Background: an optimization exercise with open tools, aiming at small area. Do not read the settings as production practice.
Only simulation tests tie the RTL to the original design; equivalence was not proved.
No activity file was given, so power comes from the tool's default toggle rates.

===== design/flow/flow/run.sh =====
#!/bin/bash
# Own layout flow: the standard layout (standard.sh, all ORFS steps) with two changes:
#  1. synthesis maps logic with an area-oriented ABC script (flow/area.abc) instead of
#     ORFS's speed script; everything else in synthesis (registers included) is unchanged;
#  2. clock tree synthesis inserts no dummy loads (CTS_ARGS, from CTS_ARGS_OWN below).
# Each tool's output is in the ORFS logs under orfs/logs/; make's own output is in flow_make.log.
set -euo pipefail
W=$(pwd)
F="$W/flow"
cat > "$W/own_synth.tcl" <<EOT
# The standard flow's synthesis (synth_recipe.tcl), with abc's -script and -D replaced by flow/area.abc
proc abc {args} {
  set out {}
  set skip 0
  foreach a \$args {
    if {\$skip} { set skip 0; continue }
    if {\$a eq "-script" || \$a eq "-D"} { set skip 1; continue }
    lappend out \$a
  }
  yosys abc -script $F/area.abc {*}\$out
}
source $W/synth_recipe.tcl
EOT
sed "s#SYNTH_SCRIPT=[^ ]*synth_recipe.tcl#SYNTH_SCRIPT=$W/own_synth.tcl#" "$W/standard.sh" > "$W/own_standard.sh"
grep -q "SYNTH_SCRIPT=$W/own_synth.tcl" "$W/own_standard.sh"
export CTS_ARGS="-sink_clustering_enable -repair_clock_nets -dont_use_dummy_load -buf_list sky130_fd_sc_hd__clkbuf_8 -root_buf sky130_fd_sc_hd__clkbuf_8 -sink_clustering_size 30 -sink_clustering_max_diameter 150"
bash "$W/own_standard.sh" > "$W/flow_make.log" 2>&1

===== design/flow/flow/area.abc =====
strash
&get -n
&deepsyn -T 30
&nf -a
&put

===== design/flow/standard.sh =====
#!/bin/bash
# synth_recipe.tcl (not shown) runs the flow's synth.tcl, then flattens the netlist and writes it again
# the make line also repeats each setting of config.mk as NAME=value (left out here)
make -C /OpenROAD-flow-scripts/flow DESIGN_CONFIG=/design/flow/config.mk WORK_HOME=/design/flow/orfs CLKGATE_MAP_FILE= SYNTH_SCRIPT=/design/flow/synth_recipe.tcl "${@:-finish}"

===== design/flow/config.mk =====
export PLATFORM = sky130hd
export DESIGN_NAME = sd_card_top
export DESIGN_NICKNAME = sd_card_top
export VERILOG_FILES = /design/flow/design.v
export SDC_FILE = /design/flow/constraint.sdc
export NUM_CORES = 4
export LEC_CHECK = 0
export CAP_MARGIN = 20
export CORE_MARGIN = 2
export CORE_UTILIZATION = 40
export SLEW_MARGIN = 20

===== design/flow/constraint.sdc =====
create_clock -name core_clock -period 5.0 [get_ports {clk}]
set_input_delay 1.0000 -clock core_clock [delete_from_list [all_inputs] [get_ports {clk}]]
set_output_delay 1.0000 -clock core_clock [all_outputs]
set_load 0.01 [all_outputs]

===== design/flow/design.v =====
module sd_card_top
#(
	parameter  SPI_LOW_SPEED_DIV = 248,
	parameter  SPI_HIGH_SPEED_DIV = 0
)
(
	input            clk,
	input            rst,
	output           SD_nCS,
	output           SD_DCLK,
	output           SD_MOSI,
	input            SD_MISO,
	output reg       sd_init_done,
	input            sd_sec_read,
	input[31:0]      sd_sec_read_addr,
	output reg[7:0]  sd_sec_read_data,
	output reg       sd_sec_read_data_valid,
	output           sd_sec_read_end,
	input            sd_sec_write,
	input[31:0]      sd_sec_write_addr,
	input[7:0]       sd_sec_write_data,
	output           sd_sec_write_data_req,
	output           sd_sec_write_end
);
localparam [4:0] H_LAST = 5'd16, H_AW = 5'd18, H_IDLE = 5'd20, H_RST = 5'd21;
reg  [4:0] h;
reg  [7:0] cc;           
reg  [7:0] tx;           
reg  [7:0] rx;           
reg        mosi_q;       
reg        wr_req;
wire edge_c = sd_init_done ? (cc == 8'h01) : (cc == 8'hec);
wire active = ~h[4] | (h == H_LAST);
wire ack    = (h == H_LAST) & edge_c;
reg  [2:0] idx;
always @(*)
	case (h[3:0])
		4'd0, 4'd1, 4'd2: idx = 3'd7;
		4'd3, 4'd4:       idx = 3'd6;
		4'd5, 4'd6:       idx = 3'd5;
		4'd7, 4'd8:       idx = 3'd4;
		4'd9, 4'd10:      idx = 3'd3;
		4'd11, 4'd12:     idx = 3'd2;
		4'd13, 4'd14:     idx = 3'd1;
		default:          idx = 3'd0;
	endcase
assign SD_MOSI = h[4] ? mosi_q : tx[idx];
assign SD_DCLK = ~h[0];
always @(posedge clk or posedge rst)
	if (rst) begin
		h <= H_RST;
		mosi_q <= 1'b0;
	end else begin
		mosi_q <= SD_MOSI;
		if (h == H_RST || h == H_AW)
			h <= H_IDLE;
		else if (h == H_IDLE) begin
			if (wr_req) h <= 5'd0;
		end else if (edge_c)
			h <= (h == H_LAST) ? H_AW : h + 5'd1;
	end
always @(posedge clk) begin
	cc <= (active & ~edge_c) ? {cc[6:0], ~(cc[7] ^ cc[5] ^ cc[4] ^ cc[3])} : 8'd0;
	if (~h[4] & edge_c & h[0]) rx <= {rx[6:0], SD_MISO};
end
localparam [3:0] S_IDLE = 4'd0, S_CMD0 = 4'd1, S_CMD8 = 4'd2, S_CMD55 = 4'd3,
	S_CMD41 = 4'd4, S_CMD16 = 4'd5, S_CMD17 = 4'd6, S_CMD24 = 4'd7,
	S_READ = 4'd8, S_WRITE = 4'd9, S_REND = 4'd10, S_WEND = 4'd11, S_WRW = 4'd12;
localparam [4:0] C_IDLE = 5'd0, C_INIT = 5'd1, C_WAIT = 5'd2, C_PRE = 5'd3,
	C_CMD = 5'd4, C_CDATA = 5'd5, C_RWAIT = 5'd6, C_READ = 5'd7, C_RACK = 5'd8,
	C_WTOK = 5'd9, C_WD0 = 5'd10, C_WD1 = 5'd11, C_WCRC = 5'd12, C_WSUC = 5'd13,
	C_WBUSY = 5'd14, C_WACK = 5'd15, C_ERR = 5'd16, C_END = 5'd17, C_ENDE = 5'd18;
reg  [3:0]  ss;
reg  [4:0]  cs;
reg         req;
reg  [31:0] addr;
reg  [15:0] bc;
wire bc_512  = (bc == 16'ha031);
wire bc_513  = (bc == 16'h4062);
wire bc_last = (bc == 16'h8000);
reg         ncs;
assign SD_nCS = ncs;
assign sd_sec_read_end = (ss == S_REND);
assign sd_sec_write_end = (ss == S_WEND);
assign sd_sec_write_data_req = (cs == C_WD0);
wire r1 = (ss == S_CMD0) | (ss == S_CMD8) | (ss == S_CMD55);
wire r1_ok = (rx[7:1] == 7'd0) & (rx[0] == r1);
always @(posedge clk or posedge rst)
	if (rst) begin
		ss <= S_IDLE;
		req <= 1'b0;
		sd_init_done <= 1'b0;
	end else begin
		req <= ~((ss == S_IDLE) | (ss == S_WRW) | (ss == S_REND) | (ss == S_WEND)) &
		       ~((cs == C_END) | (cs == C_RACK) | (cs == C_WACK));
		if (ss == S_CMD41 && cs == C_END) sd_init_done <= 1'b1;
		case (ss)
			S_IDLE:  ss <= S_CMD0;
			S_CMD0:  if (cs == C_END) ss <= S_CMD8;
			S_CMD8:  if (cs == C_END) ss <= S_CMD55;
			S_CMD55: if (cs == C_END) ss <= S_CMD41;
			S_CMD41: if (cs == C_END) ss <= S_CMD16; else if (cs == C_ENDE) ss <= S_CMD55;
			S_CMD16: if (cs == C_END) ss <= S_WRW;   else if (cs == C_ENDE) ss <= S_CMD55;
			S_WRW:   if (sd_sec_write) ss <= S_CMD24; else if (sd_sec_read) ss <= S_CMD17;
			S_CMD24: if (cs == C_END) ss <= S_WRITE;
			S_CMD17: if (cs == C_END) ss <= S_READ;
			S_WRITE: if (cs == C_WACK) ss <= S_WEND;
			S_READ:  if (cs == C_RACK) ss <= S_REND;
			default: ss <= S_WRW;
		endcase
	end
wire wsel = (ss == S_WRW) & sd_sec_write, rsel = (ss == S_WRW) & ~sd_sec_write, hsel = (ss != S_WRW);
always @(posedge clk)
	addr <= ({32{wsel}} & sd_sec_write_addr) | ({32{rsel}} & sd_sec_read_addr) | ({32{hsel}} & addr);
reg [7:0] cbyte;
always @(*) begin
	cbyte = 8'hff;
	if (bc[15:5] == 11'd0)
		case (bc[4:0])
			5'h00: case (ss)
				S_CMD0:  cbyte = 8'h40;
				S_CMD8:  cbyte = 8'h48;
				S_CMD55: cbyte = 8'h77;
				S_CMD41: cbyte = 8'h69;
				S_CMD16: cbyte = 8'h50;
				S_CMD17: cbyte = 8'h51;
				default: cbyte = 8'h58;
			endcase
			5'h01: cbyte = (ss == S_CMD17 || ss == S_CMD24) ? addr[31:24] : (ss == S_CMD41) ? 8'h40 : 8'h00;
			5'h02: cbyte = (ss == S_CMD17 || ss == S_CMD24) ? addr[23:16] : 8'h00;
			5'h04: cbyte = (ss == S_CMD17 || ss == S_CMD24) ? addr[15:8] : (ss == S_CMD8) ? 8'h01 : (ss == S_CMD16) ? 8'h02 : 8'h00;
			5'h08: cbyte = (ss == S_CMD17 || ss == S_CMD24) ? addr[7:0] : (ss == S_CMD8) ? 8'haa : 8'h00;
			5'h10: cbyte = (ss == S_CMD0) ? 8'h95 : (ss == S_CMD8) ? 8'h87 : 8'hff;
			default: cbyte = 8'hff;
		endcase
end
always @(posedge clk)
	case (cs)
		C_CMD:   tx <= cbyte;
		C_WTOK:  tx <= 8'hfe;
		C_WD1:   tx <= wr_req ? tx : sd_sec_write_data;
		default: tx <= 8'hff;
	endcase
reg [4:0] cn;
always @(*) begin
	cn = cs;
	case (cs)
		C_IDLE:  cn = C_INIT;
		C_INIT:  if (ack & bc[9]) cn = C_WAIT;
		C_WAIT:  if (req) cn = (ss == S_READ) ? C_RWAIT : (ss == S_WRITE) ? C_WTOK : C_PRE;
		C_PRE:   if (ack) cn = C_CMD;
		C_CMD:   if (ack) begin
				if (bc_last | (~r1_ok & ~rx[7])) cn = C_ERR;
				else if (r1_ok) cn = (ss == S_CMD8) ? C_CDATA : C_END;
			end
		C_CDATA: if (ack & bc[2]) cn = C_END;
		C_RWAIT: if (ack & (rx == 8'hfe)) cn = C_READ;
		C_READ:  if (ack & bc_513) cn = C_RACK;
		C_WTOK:  if (ack) cn = C_WD0;
		C_WD0:   cn = C_WD1;
		C_WD1:   if (ack) cn = bc_512 ? C_WCRC : C_WD0;
		C_WCRC:  if (ack & bc[0]) cn = C_WSUC;
		C_WSUC:  if (ack & (rx[4:0] == 5'b00101)) cn = C_WBUSY;
		C_WBUSY: if (ack & (&rx)) cn = C_WACK;
		C_ERR:   cn = C_ENDE;
		default: cn = C_WAIT;
	endcase
end
wire xfer = (cs == C_INIT) | (cs == C_PRE) | (cs == C_CMD) | (cs == C_CDATA) |
            (cs == C_RWAIT) | (cs == C_READ) | (cs == C_WTOK) | (cs == C_WD1) |
            (cs == C_WCRC) | (cs == C_WSUC) | (cs == C_WBUSY);
always @(posedge clk or posedge rst)
	if (rst) begin
		cs <= C_IDLE;
		wr_req <= 1'b0;
		ncs <= 1'b1;
		sd_sec_read_data_valid <= 1'b0;
		sd_sec_read_data <= 8'd0;
	end else begin
		cs <= cn;
		wr_req <= xfer & (cn == cs);
		if (cs == C_PRE) ncs <= 1'b1;
		else if (cs == C_CMD) ncs <= 1'b0;
		sd_sec_read_data_valid <= (cs == C_READ) & ~bc_512 & ~bc_513 & ack;
		if (cs == C_READ && ack) sd_sec_read_data <= rx;
	end
wire bc_clr = (cs == C_IDLE) | (cs == C_WAIT) |
              ((cs == C_CMD) & ack & r1_ok & (ss == S_CMD8)) |
              ((cs == C_WD1) & ack & bc_512);
wire bc_inc = (cs == C_WD0) | (ack & ((cs == C_INIT) | (cs == C_CMD) | (cs == C_CDATA) |
              (cs == C_READ) | (cs == C_WCRC)));
always @(posedge clk)
	if (bc_clr) bc <= 16'd0;
	else if (bc_inc) bc <= {bc[14:0], bc[15] ^ bc[13] ^ bc[12] ^ bc[10] ^ (bc[14:0] == 15'd0)};
endmodule

==> flow_summary.toml, run 1 <==
[sta]
drv_slew = 0
worstMarginPinSlew_ns = 1.06
fin_crit_sh_pct = 78.5
setup_viol = 0
finalHoldViolCount = 0
tns_ns = 0
rsz0062_at_grt = "no"
max_freq_mhz = 255
period_minus_slack_ns = 3.92
finalClockSkew_ns = 0.0187
maxSlewHeadroom_pct = 29.1
layout_setup_ws_ns = 1.08

[logic_synthesis]
synthTopCellsByCount = "96 x nor2_1, 56 x dfxtp_1, 34 x nand2_1"
synth_area_um2 = 4680
netlist.area_leader.share_pct = 23.9
ys_seq_area_share_pct = 49.3
synth_edf_count = 16
synthDistinctLibCells = 54
syn-num-nets = 586
avgSynthCellArea_um2 = 9.29
synth_async_sr_flop_share_pct = 28.0
synth_top_area_cell = "dfxtp_1"
ys.flop_type = "dfxtp_1"
synth.most_common_cell = "nor2_1"
yosysWarnings = 1
syn_inst = 504
synth_area_leaders = "dfxtp_1 24%, dfrtp_1 13%, edfxtp_1 10%"
ys_seq_elements = 100

[die]
die_w_um = 112
row_count = 39
dieArea_um2 = 12600
core_area_um2 = 11400
die_h_um = 112
initial_core_util_pct = 41.0
top_level_ports = 93

[clock_tree]
post_cts_resized = 0
cts-root-buf = "clkbuf_8"
htree_levels = 3
clk_pin_slew_ns = 0.09
clock_path_buffers = 2
cts.sinks = 100
ctsHoldBuffers = 0
cts_buffers = 9
clk_latency_ns = 0.38
cts_setup_buffers = 0
cts_tree = "done"

[final_layout]
antenna_cells = 0
fin_area_um2 = 5940
area_growth_pct = 26.9
num-nets-final = 693
utilization_pct = 52.0
drive_above_1_share_pct = 3.12

[critical_path]
end_kind = "output pin"
reg2reg_slack_ns = 1.72
crit_type = "flip-flop to output pin"
rr_worst_depth = 6
required_ns = 4.00
worst_setup_path_start_kind = "flip-flop"
reg2reg_from = "h[4]$_DFFE_PP1P_"
worstPathArrival_ns = 2.92
r2r_end = "sd_sec_read_data[1]$_DFFE_PP0P_"
crit_fanout = 6

[route]
num_vias = 4318
viasPerCell = 5.74
wl_per_cell_um = 16.9
firstDrtPassIters = 5
postRouteAntennaNets = 0
totalWireLength_um = 12700
dr.first_iter.drc_count = 290
drc = 0

[place]
placedInstanceArea_um2 = 5820
dp_slack_ns = 1.52
io_buffers = 92
gp_congestion = 0.915
dp_hpwl_um = 9320

[power_and_ir_drop]
irDropWorstVdd_mv = 0.117
p_leak_uw = 0.00228
p_per_area_nw_per_um2 = 219

[global_routing]
grt_use_total_pct = 20.1
grt_max_degree = 35
antenna_found_initial = 0
grt_pass1_vias = 4100
grt.overflow.total = 0
grt_first_pass_wirelength_um = 20200

[status]
outcome = "finished clean"

[worst_hold_path]
min_to = "cc[3]$_SDFF_PN0_"
hold_start = "cc[2]$_SDFF_PN0_"
min_path_cells = 1
hp-class = "flip-flop to flip-flop"

[run]
cap_viol_max_count = 0
-- cells in the final DEF, fill, tap and decap left out, types with 3 or more instances in the layout --
cell type        instances
nand3_1                 12
o211ai_1                 4
nand2_1                 34
nand4_1                  9
nor2b_1                  9
nor4_1                   4
clkbuf_8                 9
a2111oi_0                5
a211oi_1                 5
and2_0                  12
clkinv_1                16
edfxtp_1                16
a311oi_1                 3
a32oi_1                  3
dfstp_2                  4
a22o_1                  16
a222oi_1                 6
o22ai_1                 32
o21a_1                   5
o21ai_0                 13
ha_1                     5
buf_4                    4
o31ai_1                  3
a21o_1                   4
nand2b_1                 9
dfxtp_1                 56
xnor2_1                  4
clkdlybuf4s50_1         92
nor3_1                  13
and3_1                   7
mux2_1                   8
a21oi_1                 20
o22a_1                   3
a31oi_1                  6
mux2i_1                  6
dfrtp_1                 24
nor2_1                  96
-- state kept, by name, summed over array words and instances, names as in the netlist --
| register | cells |
|---|---|
| addr | 32 |
| bc | 16 |
| cc | 8 |
| rx | 8 |
| sd_sec_read_data | 8 |
| tx | 8 |
| cs | 5 |
| h | 5 |
| ss | 4 |
| mosi_q | 1 |
| ncs | 1 |
| req | 1 |
| sd_init_done | 1 |
| sd_sec_read_data_valid | 1 |
| wr_req | 1 |
-- logic make-up (layout without fill, tap and decap cells) --
group / Yosys count / in the layout / synth area share [%]
fa+ha+maj: 5 / 5 / 1.34
xor+xnor: 6 / 6 / 1.12
mux: 14 / 14 / 3.21
flops: 100 / 100 / 49.3
simple gates: 218 / 218 / 21.9
compound gates: 144 / 144 / 21.8
buf+inv: 17 / 122 / 1.36
-- layer usage --
layer,GRT usage (%),up-vias,part of all wire [%]
li1,-,2113,-
met1,26.9,2032,46
met2,31.5,152,46
met3,4.48,21,5.9
met4,8.94,0,2.3
met5,0,-,0
-- final cells by class --
type / instances / area [µm²]
clock buffer: 9 / 124
fill: 1089 / 5480
inverter: 17 / 65.1
multi-input combinational: 387 / 2320
sequential: 100 / 2310
tap: 143 / 179
timing repair buffer: 96 / 951
-- report_power, final --
part	internal, µW	switching (µW)	total (µW)
logic	52.8	14.6	67.3
clock network	162	254	415
registers	817	0	817
-- critical path, stage by stage (launching register included) --
cell	delay [ns]
dfstp_2	0.59
clkinv_1	0.17
ha_1	0.29
clkinv_1	0.09
a22o_1	0.20
a31oi_1	0.06
a221oi_1	0.31
a311oi_1	0.09
a21oi_1	0.18
clkdlybuf4s50_1	0.56
-- worst max-delay path by stage --
| stage | cells after the start | slack (ns) | startpoint | endpoint |
|---|---|---|---|---|
| floorplan | 8 | 2.11 | h[0]$_DFFE_PP1P_ | SD_MOSI |
| global placement | 9 | 1.61 | h[0]$_DFFE_PP1P_ | SD_MOSI |
| detailed placement | 9 | 1.52 | h[0]$_DFFE_PP1P_ | SD_MOSI |
| CTS | 9 | 1.09 | h[0]$_DFFE_PP1P_ | SD_MOSI |
| global route | 9 | 0.83 | h[0]$_DFFE_PP1P_ | SD_MOSI |
| finish | 9 | 1.08 | h[0]$_DFFE_PP1P_ | SD_MOSI |
-- through the flow --
step,std cells,power (µW),hold slack [ns]
after floorplan,504,840,0.423
after global placement,743,903,0.463
after detailed placement,743,903,0.476
after CTS,752,1310,0.496
after global routing,752,1340,0.501
final,752,1300,0.488
==> inputs of run 2 (changes only) <==
--- a/design/flow/flow/run.sh
+++ b/design/flow/flow/run.sh
@@ -25,3 +25,3 @@
 grep -q "SYNTH_SCRIPT=$W/own_synth.tcl" "$W/own_standard.sh"
-export CTS_ARGS="-sink_clustering_enable -repair_clock_nets -dont_use_dummy_load -buf_list sky130_fd_sc_hd__clkbuf_8 -root_buf sky130_fd_sc_hd__clkbuf_8 -sink_clustering_size 30 -sink_clustering_max_diameter 150"
+export CTS_ARGS="-sink_clustering_enable -repair_clock_nets -dont_use_dummy_load -buf_list sky130_fd_sc_hd__clkbuf_8 -root_buf sky130_fd_sc_hd__clkbuf_8"
 bash "$W/own_standard.sh" > "$W/flow_make.log" 2>&1
==> run 2 against run 1 <==
Against the previous run:
- global-route usage grew 0.69 points
- worst setup slack gained 0.084 ns
- critical path depth shrank 1
- non-clock buffer count shrank 1
- register-to-register slack gained 0.32 ns
- via count shrank 0.76%
- die area shrank 0.18%
- clock power is essentially flat
- sequential power grew 35%
- flip-flop and latch count is the same
- critical path type unchanged
- largest cell class is now registers
==> flow_summary.toml, run 2 <==
[status]
outcome = "finished clean"

[clock_tree]
post_cts_resized = 0
clk_pin_slew_ns = 0.07
cts.sinks = 100
cts_tree = "done"
cts_setup_buffers = 0
clk_latency_ns = 0.37
cts-root-buf = "clkbuf_8"
clock_path_buffers = 2
cts_buffers = 9
ctsHoldBuffers = 0
htree_levels = 3

[route]
drc = 0
num_vias = 4285
dr.first_iter.drc_count = 405
totalWireLength_um = 12900
postRouteAntennaNets = 0
firstDrtPassIters = 8
viasPerCell = 5.83
wl_per_cell_um = 17.5

[sta]
period_minus_slack_ns = 3.84
fin_crit_sh_pct = 76.8
tns_ns = 0
drv_slew = 0
max_freq_mhz = 261
finalHoldViolCount = 0
rsz0062_at_grt = "no"
setup_viol = 0
maxSlewHeadroom_pct = 27.2
finalClockSkew_ns = 0.0249
worstMarginPinSlew_ns = 1.09

[die]
initial_core_util_pct = 40.9
top_level_ports = 93
dieArea_um2 = 12600
die_h_um = 112
die_w_um = 112
row_count = 39
core_area_um2 = 11400

[critical_path]
crit_fanout = 9
worstPathArrival_ns = 2.84
crit_family = "compound AO/OA/AOI/OAI gates"
slowest_stage = "dfstp_2"
required_ns = 4.00
crit_type = "flip-flop to output pin"
path_buf_inv = 2
worst_setup_path_start_kind = "flip-flop"
end_kind = "output pin"
critPathMaxStageDelay_ns = 0.60
path_cells = "clkinv_1, ha_1, nor2_1, a211oi_1, a221oi_1, a31oi_1, a22o_1, clkdlybuf4s50_1"

[logic_synthesis]
synth_edf_count = 16
ys_seq_elements = 100
synth_top_area_cell = "dfxtp_1"
yosysWarnings = 1
synth.most_common_cell = "nor2_1"
synth_area_um2 = 4670
synth_top_family_by_area = "compound AO/OA/AOI/OAI gates"
synth-xor-area-share_pct = 1.31
synthTopCellsByCount = "61 x nor2_1, 56 x dfxtp_1, 40 x nand2_1"
synthDistinctLibCells = 56
syn-num-nets = 570
avgSynthCellArea_um2 = 9.58
synth_adder_area_share_pct = 1.34
ys.flop_type = "dfxtp_1"
netlist.area_leader.share_pct = 24.0
synth_area_leaders = "dfxtp_1 24%, dfrtp_1 13%, edfxtp_1 10%"
ys_seq_area_share_pct = 49.4
synth_compound_area_share_pct = 23.8
syn_inst = 488
synthSimpleGateAreaFrac_pct = 19.2
synth_async_sr_flop_share_pct = 28.0
synth_mux_area_share_pct = 2.33

[final_layout]
utilization_pct = 51.9
top_regs = "addr: 32 flops, bc: 16 flops"
num-nets-final = 676
area_growth_pct = 26.8
nFillCells = 1086
final_common_cell = "clkdlybuf4s50_1"
antenna_cells = 0
largest-register = "addr"
drive_above_1_share_pct = 3.04
layout_common_cells = "92 x clkdlybuf4s50_1, 61 x nor2_1, 56 x dfxtp_1"
largest_register_ffs = 32

[worst_hold_path]
hp-class = "flip-flop to flip-flop"

[place]
dp_hpwl_um = 9520
io_buffers = 92
gp_congestion = 0.869

[power_and_ir_drop]
irDropWorstVdd_mv = 0.176
p_leak_uw = 0.00220
p_per_area_nw_per_um2 = 338

[global_routing]
grt_use_total_pct = 20.8
grt_pass1_vias = 4261
grt.overflow.total = 0
antenna_found_initial = 0
grt_max_degree = 29
grt_first_pass_wirelength_um = 21200

[run]
cap_viol_max_count = 0
==> run 2: changes by cell type in the layout (fill, tap and decap cells not counted), sizes merged, moves of 5 or more <==
cell and delta:
nor2 -35, a222oi +21, o22ai -17, clkinv +16, nand2b -7, nand2 +6, a2111oi -5, nor3 +5
==> run 2: cell families after synthesis <==
group | Yosys count
compound gates | 146
xor+xnor | 7
fa+ha+maj | 5
buf+inv | 33
flops | 100
mux | 10
simple gates | 187
==> run 2: metal layers <==
metal	global-route usage (%)	wire [µm]
met3	4.75	795
met1	28.1	5890
met2	33.9	6030
met5	0	0
met4	5.85	173
==> run 2: per-stage QoR <==
step           power (µW)  worst slack, ns  cell area, µm²  std cells  hold slack (ns)
2_1_floorplan        1420             2.11            4670        488            0.432
3_3_place_gp         1590             1.63            5800        726            0.440
3_5_place_dp         1600             1.56            5800        726            0.453
4_1_cts              2020             1.16            5930        735            0.461
5_1_grt              2130            0.970            5930        735            0.489
6_report             2000             1.16            5930        735            0.456
==> run 2: power by group <==
part	total [µW]	switching, µW	internal, µW	leakage [µW]
Sequential	1100	128	973	0.000948
Combinational	485	234	251	0.00119
Clock	415	253	162	0.0000647
Total	2000	615	1390	0.00220
==> run 2: worst reg2reg max path: cells and delay by family, from the launching register on <==
family | cells | cell delay, ns
compound gates | 5 | 1.57
flops | 1 | 0.52
simple gates | 2 | 0.77
==> run 2: layout make-up <==
class                   count  area (µm²)  area share [%]
flip-flops and latches    100        2310            38.9
multi-input cells         355        2250            37.9
repair buffers             95         943            15.9
well taps                 143         179            3.02
inverters                  33         125            2.11
clock buffers               9         124            2.09
==> run 2: worst paths after layout <==
kind	start	endpoint	slack (ns)	depth (start not counted)
min in group asynchronous	rst	sd_sec_read_data[1]$_DFFE_PP0P_	0.97	2
min reg2reg	cc[1]$_SDFF_PN0_	cc[2]$_SDFF_PN0_	0.46	1
max in group asynchronous	rst	h[0]$_DFFE_PP1P_	3.65	2
max reg2reg	cs[2]$_DFF_PP0_	wr_req$_DFF_PP0_	2.04	7
min	cc[1]$_SDFF_PN0_	cc[2]$_SDFF_PN0_	0.46	1
max	h[0]$_DFFE_PP1P_	SD_MOSI	1.16	8

[re-timing with driven ports]
The results above use ideal ports. As a check the final layouts listed here were re-extracted and re-timed, cells and wires unchanged.
Step 1 sets driving cells, clkbuf_16 on the clock port and buf_2 on the other inputs (assumed; they add their load-dependent delay and slew).
Step 2, shift: input delay + t, output delay - t, t = (earliest + latest rising clock arrival at the registers) / 2. This alone moves slack from input paths to output paths.
Slacks: ideal / step 1 / step 2; pairs: ideal / step 1.
| run | shift t [ns] | setup WS [ns] | worst hold slack (ns) | worst setup path after step 2 | latest minus earliest clock arrival (ns) |
|---|---|---|---|---|---|
| run 1 | 0.407 | 1.077 / 1.043 / 1.451 | 0.488 / 0.488 / 0.488 | register to output | 0.019 / 0.019 |
| run 2 | 0.390 | 1.161 / 1.127 / 1.517 | 0.456 / 0.456 / 0.456 | register to output | 0.027 / 0.027 |
After both steps setup and hold are still met in every run listed.
